This design comes from an exercise in tuning for small area on the open sky130 flow, not from production work. Function was checked by simulation only, so behaviour that the tests miss may differ from the original.

<file path="config.mk">
export PLATFORM = sky130hd
export DESIGN_NAME = rgb2ycbcr
export DESIGN_NICKNAME = rgb2ycbcr
export VERILOG_FILES = /design/flow/design.v
export SDC_FILE = /design/flow/constraint.sdc
export NUM_CORES = 4
export LEC_CHECK = 0
export CAP_MARGIN = 20
export CORE_MARGIN = 2
export CORE_UTILIZATION = 40
export SLEW_MARGIN = 20
</file>
<file path="constraint.sdc">
create_clock -name core_clock -period 6.0 [get_ports {clk}]
set_input_delay 1.2000 -clock core_clock [delete_from_list [all_inputs] [get_ports {clk}]]
set_output_delay 1.2000 -clock core_clock [all_outputs]
set_load 0.01 [all_outputs]
</file>
<file path="design.v">
`timescale 1ns / 1ps
module delay_single #(
    parameter N = 4
)
(
    input clk,
    input [N-1:0] d,
    output [N-1:0] q
    );
reg [N-1:0]val;
always @(posedge clk)
begin
    val<=d;
end
assign q=val;
endmodule
`timescale 1ns / 1ps
module delay_line # (
    parameter N = 4,
    parameter DELAY = 4
)
(
    input [N-1:0] idata,
    input clk,
    output [N-1:0] odata
    );
    wire [N-1:0] tdata [DELAY:0];
    assign tdata[0] = idata;
    genvar i;
    generate
        if (DELAY == 0) begin
            assign odata = idata;
        end 
        else begin
            for (i = 0; i < DELAY; i = i + 1) begin
                delay_single #(
                .N(N)
                )
                delay1
                (
                .clk(clk),
                .d(tdata[i]),
                .q(tdata[i+1])
                );
              end
              assign odata = tdata[DELAY];
         end
    endgenerate
endmodule
`timescale 1ns / 1ps
module MULT (
    input                     CLK,
    input  signed [17:0]      A,
    input  signed [17:0]      B,
    output signed [35:0]      P
);
reg signed [17:0] a_r;
reg signed [17:0] b_r;
reg signed [35:0] p_1;
reg signed [35:0] p_2;
always @(posedge CLK) begin
    a_r <= A;
    b_r <= B;
    p_1 <= a_r * b_r;
    p_2 <= p_1;
end
assign P = p_2;
endmodule
`timescale 1ns / 1ps
module ADD (
    input  signed [8:0] A,
    input  signed [8:0] B,
    input               CLK,
    output signed [8:0] S
);
reg signed [8:0] s_r;
always @(posedge CLK) begin
    s_r <= A + B;
end
assign S = s_r;
endmodule
`timescale 1ns / 1ps
module rgb2ycbcr(
    input clk,
    input de_in,
    input Hsync_in,
    input Vsync_in,
    input [23:0] pixel_RGB,
    output de_out,
    output Hsync_out,
    output Vsync_out,
    output [23:0] pixel_YCbCr
);
wire signed [17:0] R;
wire signed [17:0] G;
wire signed [17:0] B;
wire signed [17:0] M11;
wire signed [17:0] M12;
wire signed [17:0] M13;
wire signed [17:0] M21;
wire signed [17:0] M22;
wire signed [17:0] M23;
wire signed [17:0] M31;
wire signed [17:0] M32;
wire signed [17:0] M33;
wire signed [35:0] R_MUL_M11;
wire signed [35:0] G_MUL_M12;
wire signed [35:0] B_MUL_M13;
wire signed [35:0] R_MUL_M21;
wire signed [35:0] G_MUL_M22;
wire signed [35:0] B_MUL_M23;
wire signed [35:0] R_MUL_M31;
wire signed [35:0] G_MUL_M32;
wire signed [35:0] B_MUL_M33;
wire signed [8:0] Y_ADD_11_12;
wire signed [8:0] Y_ADD_13_delay;
wire signed [8:0] Y_final;
wire signed [8:0] Cb_ADD_21_22;
wire signed [8:0] Cb_ADD_23_const;
wire signed [8:0] Cb_final;
wire signed [8:0] Cr_ADD_31_32;
wire signed [8:0] Cr_ADD_33_const;
wire signed [8:0] Cr_final;
wire signed [8:0] const_128;
assign R = {10'b0,pixel_RGB[23:16]};
assign G = {10'b0,pixel_RGB[15:8]};
assign B = {10'b0,pixel_RGB[7:0]};
assign M11 = 18'b001001100100010111;
assign M12 = 18'b010010110010001011; 
assign M13 = 18'b000011101001011110;
assign M21 = 18'b111010100110011011;
assign M22 = 18'b110101011001100101;
assign M23 = 18'b010000000000000000;
assign M31 = 18'b010000000000000000;
assign M32 = 18'b110010100110100010;
assign M33 = 18'b111101011001011110;
assign const_128 = 9'b010000000;
MULT RM11 (
    .CLK(clk),
    .A(R),
    .B(M11),
    .P(R_MUL_M11)
);
MULT GM12 (
    .CLK(clk),
    .A(G),
    .B(M12),
    .P(G_MUL_M12)
);
MULT BM13 (
    .CLK(clk),
    .A(B),
    .B(M13),
    .P(B_MUL_M13)
);
MULT RM21 (
    .CLK(clk),
    .A(R),
    .B(M21),
    .P(R_MUL_M21)
);
MULT GM22 (
    .CLK(clk),
    .A(G),
    .B(M22),
    .P(G_MUL_M22)
);
MULT BM23 (
    .CLK(clk),
    .A(B),
    .B(M23),
    .P(B_MUL_M23)
);
MULT RM31 (
    .CLK(clk),
    .A(R),
    .B(M31),
    .P(R_MUL_M31)
);
MULT GM32 (
    .CLK(clk),
    .A(G),
    .B(M32),
    .P(G_MUL_M32)
);
MULT BM33 (
    .CLK(clk),
    .A(B),
    .B(M33),
    .P(B_MUL_M33)
);
ADD ADD_Y1 (  
    .A({R_MUL_M11[35], R_MUL_M11[24:17]}),
    .B({G_MUL_M12[35], G_MUL_M12[24:17]}),
    .CLK(clk),
    .S(Y_ADD_11_12)
  );
delay_line #(
    .N(9),
    .DELAY(1)
    ) Y2_delay (
    .idata({B_MUL_M13[35], B_MUL_M13[24:17]}),
    .clk(clk),
    .odata(Y_ADD_13_delay)
);
ADD ADD_Y_final (
    .A(Y_ADD_11_12),
    .B(Y_ADD_13_delay),
    .CLK(clk),
    .S(Y_final)
);
ADD ADD_Cb1(  
    .A({R_MUL_M21[35], R_MUL_M21[24:17]}),
    .B({G_MUL_M22[35], G_MUL_M22[24:17]}),
    .CLK(clk),
    .S(Cb_ADD_21_22)
  );
ADD ADD_Cb2(
    .A({B_MUL_M23[35], B_MUL_M23[24:17]}),
    .B(const_128),
    .CLK(clk),
    .S(Cb_ADD_23_const)
);
ADD ADD_Cb_final (
    .A(Cb_ADD_21_22),
    .B(Cb_ADD_23_const),
    .CLK(clk),
    .S(Cb_final)
);
ADD ADD_Cr1 (  
    .A({R_MUL_M31[35], R_MUL_M31[24:17]}),
    .B({G_MUL_M32[35], G_MUL_M32[24:17]}),
    .CLK(clk),
    .S(Cr_ADD_31_32)
  );
ADD ADD_Cr2 (
    .A({B_MUL_M33[35], B_MUL_M33[24:17]}),
    .B(const_128),
    .CLK(clk),
    .S(Cr_ADD_33_const)
);
ADD ADD_Cr_final (
    .A(Cr_ADD_31_32),
    .B(Cr_ADD_33_const),
    .CLK(clk),
    .S(Cr_final)
);
assign pixel_YCbCr = {Y_final[7:0], Cb_final[7:0], Cr_final[7:0]};
delay_line #(
    .N(3),
    .DELAY(5)  
    ) sync_delay (
    .idata({de_in, Hsync_in, Vsync_in}),
    .clk(clk),
    .odata({de_out, Hsync_out, Vsync_out})
);
endmodule
</file>
<file path="run.sh">
#!/bin/bash
# synth_recipe.tcl (not shown) runs the flow's synth.tcl, then flattens the netlist and writes it again
# the make line also repeats each setting of config.mk as NAME=value (left out here)
make -C /OpenROAD-flow-scripts/flow DESIGN_CONFIG=/design/flow/config.mk WORK_HOME=/design/flow/orfs CLKGATE_MAP_FILE= SYNTH_SCRIPT=/design/flow/synth_recipe.tcl finish
</file>
==> impl_metrics.prom <==
# TYPE chip_impl_metric gauge
chip_impl_metric{name="detail_route.vias_per_cell",unit=""} 4.69
chip_impl_metric{name="postPlaceCellArea",unit="µm²"} 20300
chip_impl_info{name="worstSetupStartpointType",value="flip-flop"} 1
chip_impl_metric{name="drt_drc_violations_left",unit=""} 0
chip_impl_metric{name="vias",unit=""} 11700
chip_impl_info{name="registers.top_by_ff_count",value="sync_delay.genblk1.genblk1.delay1.val"} 1
chip_impl_metric{name="netlist_instances",unit=""} 1775
chip_impl_info{name="worst_path_max_delay_cell",value="sky130_fd_sc_hd__dfxtp_1"} 1
chip_impl_info{name="timing.hold.worst.class",value="reg -> reg"} 1
chip_impl_info{name="final_cell_mix",value="477 x sky130_fd_sc_hd__inv_1, 407 x sky130_fd_sc_hd__ha_1, 237 x sky130_fd_sc_hd__dfxtp_1"} 1
chip_impl_metric{name="routed_wire_length_per_instance",unit="µm"} 14.8
chip_impl_metric{name="filler_cell_count",unit=""} 4329
chip_impl_metric{name="final_min_period_over_clock_period",unit=""} 0.843
chip_impl_metric{name="syn_area",unit="µm²"} 18900
chip_impl_metric{name="cts_buffers",unit=""} 28
chip_impl_metric{name="syn_area_per_cell",unit="µm²"} 10.6
chip_impl_metric{name="number_of_buffers_added_on_ports",unit=""} 54
chip_impl_metric{name="routed_wirelength",unit="µm"} 37000
chip_impl_metric{name="path_clk_slew",unit="ps"} 70
chip_impl_metric{name="ctsResizeCount",unit=""} 0
chip_impl_metric{name="maxSlewHeadroom",unit=""} 0.526
chip_impl_metric{name="cts.sink_count",unit=""} 237
chip_impl_metric{name="postLayoutCellArea",unit="µm²"} 21200
chip_impl_metric{name="fin_total_pwr",unit="W"} 0.00948
chip_impl_metric{name="net_count_after_synthesis",unit=""} 2428
chip_impl_metric{name="dpl_worst_slack",unit="ps"} 919
chip_impl_info{name="critical_path_class",value="reg -> reg"} 1
chip_impl_metric{name="grt_pass1_wl",unit="µm"} 62300
chip_impl_metric{name="globalRoute.totalOverflow",unit=""} 0
chip_impl_info{name="end_kind",value="flip-flop"} 1
chip_impl_metric{name="timing.clock.skew",unit="ps"} 19.6
chip_impl_metric{name="drv_cap",unit=""} 0
chip_impl_metric{name="report.final.setup_viol",unit=""} 0
chip_impl_info{name="cts.root.buffer_cell",value="sky130_fd_sc_hd__clkbuf_16"} 1
chip_impl_metric{name="crit_path_max_fanout",unit=""} 10
chip_impl_metric{name="detailedRoute.firstIterationViolations",unit=""} 406
chip_impl_metric{name="area_delta_synth_final",unit="%"} 12.5
chip_impl_metric{name="number_of_antenna_violations_at_the_first_check_in_global_routing",unit=""} 1
chip_impl_metric{name="ctsLongestPathBuffers",unit=""} 3
chip_impl_metric{name="lkg_pwr",unit="nW"} 11.2
chip_impl_info{name="tritoncts",value="built"} 1
chip_impl_metric{name="clock_tree.htree_level_count",unit=""} 1
chip_impl_info{name="startpoint",value="GM32.a_r[2]"} 1
chip_impl_metric{name="detailed_place_hpwl",unit="µm"} 30800
chip_impl_metric{name="fp-row-count",unit=""} 79
chip_impl_metric{name="post-route-worst-setup-slack",unit="ps"} 942
chip_impl_metric{name="synth-edff-count",unit=""} 0
chip_impl_metric{name="power_density",unit="nW/µm²"} 446
chip_impl_metric{name="ios",unit=""} 55
chip_impl_metric{name="timing.critical_path.required",unit="ps"} 6500
chip_impl_metric{name="cts_hold_repair.buffers",unit=""} 0
chip_impl_metric{name="fin_setup_tns",unit="ps"} 0
chip_impl_metric{name="yosysWarnings",unit=""} 6
chip_impl_metric{name="final_layout_size_suffix_gt1_frac",unit=""} 0.0396
chip_impl_metric{name="detail-route-antenna-nets",unit=""} 0
chip_impl_info{name="setup_repair_after_global_routing_missed_its_margin",value="false"} 1
chip_impl_metric{name="async_reset_ff_frac",unit=""} 0
chip_impl_metric{name="slew_worst_pin",unit="ps"} 704
chip_impl_metric{name="yosys.cell_types.count",unit=""} 53
chip_impl_metric{name="clk-insertion-delay-late",unit="ps"} 560
chip_impl_info{name="run_status",value="finished clean"} 1
chip_impl_metric{name="final_max_slew_viol_count",unit=""} 0
chip_impl_metric{name="fin_util",unit=""} 0.456
chip_impl_metric{name="firstDrtPassIters",unit=""} 4
chip_impl_metric{name="crit_path_max_incr_delay",unit="ps"} 670
chip_impl_metric{name="synth-seq-area-share",unit=""} 0.251
chip_impl_info{name="dominantRegCellSynth",value="sky130_fd_sc_hd__dfxtp_1"} 1
chip_impl_info{name="cp_cell_sequence",value="fa_1 > fa_1 > inv_1 > fa_1 > inv_1 > fa_1 > ha_1 > and4_2 > a221o_1 > a21oi_2 > nor2b_2 > o41a_1 > or4_1 > nand3_1"} 1
chip_impl_info{name="worst_reg2reg_startpoint",value="GM32.a_r[2]"} 1
chip_impl_metric{name="die_h",unit="µm"} 221
chip_impl_metric{name="design.die.area",unit="µm²"} 49000
chip_impl_info{name="leading_cell_type_in_the_layout_fill_and_taps_excluded",value="sky130_fd_sc_hd__inv_1"} 1
chip_impl_metric{name="worst_ir_drop_vdd",unit="mV"} 0.267
chip_impl_metric{name="critPathArrivalTime",unit="ps"} 5560
chip_impl_metric{name="total_global_routing_track_utilization",unit=""} 0.156
chip_impl_metric{name="synth.ff_latch_count",unit=""} 237
chip_impl_metric{name="post_cts.repair.setup_buffers",unit=""} 0
chip_impl_metric{name="fin_nets",unit=""} 2526
chip_impl_info{name="critPathMostFrequentCell",value="sky130_fd_sc_hd__fa_1"} 1
chip_impl_info{name="holdCritStartpoint",value="BM23.p_1[21]"} 1
chip_impl_metric{name="core_region_area",unit="µm²"} 46600
chip_impl_metric{name="number_of_flip_flops_in_the_largest_register",unit=""} 15
chip_impl_metric{name="die_width",unit="µm"} 221
chip_impl_metric{name="max_freq",unit="GHz"} 0.198
chip_impl_metric{name="min_period",unit="ps"} 5060
chip_impl_metric{name="finalWeightedCongestion",unit=""} 0.880
chip_impl_metric{name="grt_pass1_vias",unit=""} 12600
chip_impl_metric{name="starting_density_of_the_core",unit=""} 0.406
chip_impl_metric{name="largest_net_degree_at_the_start_of_global_routing",unit=""} 15
chip_impl_metric{name="antenna-diode-count",unit=""} 0
chip_impl_metric{name="report.final.hold_viol_count",unit=""} 0
[per-stage QoR]
step / cells / hold slack, ps
floorplan: 1775 / 310
global placement: 2450 / 311
detailed placement: 2450 / 312
CTS: 2500 / 312
global route: 2500 / 328
finish: 2500 / 312
[power by group]
part | switching, W | internal [W]
sequential | 0.000235 | 0.00224
clock | 0.000688 | 0.00103
combinational | 0.00282 | 0.00246
total | 0.00374 | 0.00574
[per-layer routing]
layer | global-route usage | share of wire | vias to the layer above | wire, µm
li1 | - | - | 5859 | -
met1 | 0.211 | 0.48 | 5668 | 17600
met2 | 0.266 | 0.47 | 141 | 17500
met3 | 0.0191 | 0.031 | 50 | 1140
met4 | 0.0372 | 0.020 | 0 | 754
met5 | 0 | 0 | - | 0
[final cells by class]
class | count | area [µm²] | area share
inverter | 477 | 1790 | 0.0843
timing repair buffer | 68 | 646 | 0.0304
clock inverter | 11 | 139 | 0.00654
tap | 607 | 759 | 0.0357
sequential | 237 | 4740 | 0.223
multi-input combinational | 1061 | 12400 | 0.582
clock buffer | 39 | 812 | 0.0382
[cell usage after synthesis (5+ instances only)]
master,n,area (µm²)
sky130_fd_sc_hd__nor3_1,12,60.1
sky130_fd_sc_hd__o21ai_0,29,145
sky130_fd_sc_hd__a211oi_1,5,37.5
sky130_fd_sc_hd__nand2_1,14,52.6
sky130_fd_sc_hd__xnor2_1,67,587
sky130_fd_sc_hd__fa_1,218,4360
sky130_fd_sc_hd__o21bai_1,23,173
sky130_fd_sc_hd__xor2_1,25,219
sky130_fd_sc_hd__ha_1,407,5090
sky130_fd_sc_hd__o21a_1,12,90.1
sky130_fd_sc_hd__nand4_1,9,56.3
sky130_fd_sc_hd__a21o_1,38,285
sky130_fd_sc_hd__and3_1,6,37.5
sky130_fd_sc_hd__dfxtp_1,237,4740
sky130_fd_sc_hd__a2111oi_0,5,43.8
sky130_fd_sc_hd__nor2_1,38,143
sky130_fd_sc_hd__or2_2,9,56.3
sky130_fd_sc_hd__nand3_1,12,60.1
sky130_fd_sc_hd__and2_1,5,31.3
sky130_fd_sc_hd__inv_1,477,1790
sky130_fd_sc_hd__a21oi_1,65,325
[final timing paths]
path / end / slack [ps] / cells past startpoint
worst max-delay path: GM22.p_1[24] / 940 / 14
worst min-delay path: BM23.p_2[21] / 310 / 0
worst max register to register: GM22.p_1[24] / 940 / 14
worst min register to register: BM23.p_2[21] / 310 / 0
[kinds of logic after synthesis]
group                      synth area share
xor gates and xnor gates             0.0426
DFF                                   0.251
adders and majority gates             0.501
AOI/OAI and AO/OA                    0.0751
and+or+nand+nor                      0.0358
buffers and inverters                0.0948
[critical path, delay by kind of cell (launching register included)]
family	cells	cell delay (ps)
buffers and inverters	2	110
and+or+nand+nor	4	870
AOI/OAI and AO/OA	3	860
adders and majority gates	5	2470
DFF	1	670

-- separate check: timing with driven ports --
No port has a modelled driver above. Below, the same layout with a new extraction and two added sets of constraints.
Step 1, drivers: a clkbuf_16 drives clk and a buf_2 each remaining input, both assumed.
Step 2, shift: input delay + t, output delay - t, t = (earliest + latest rising clock arrival at the registers) / 2. This alone moves slack from input paths to output paths.
Slacks: ideal ports / drivers / drivers and shift; pairs: ideal ports / drivers.
t (ns): 0.597
setup slack, ns: 0.942 / 0.942 / 0.942
slew at the worst register clock pin (ns): 0.07 / 0.07
pins driven straight from the clock port: 1
After both steps setup and hold are still met in this run. The setup slack of this run moves by 0.000 ns with the drivers and by 0.000 ns with both steps.
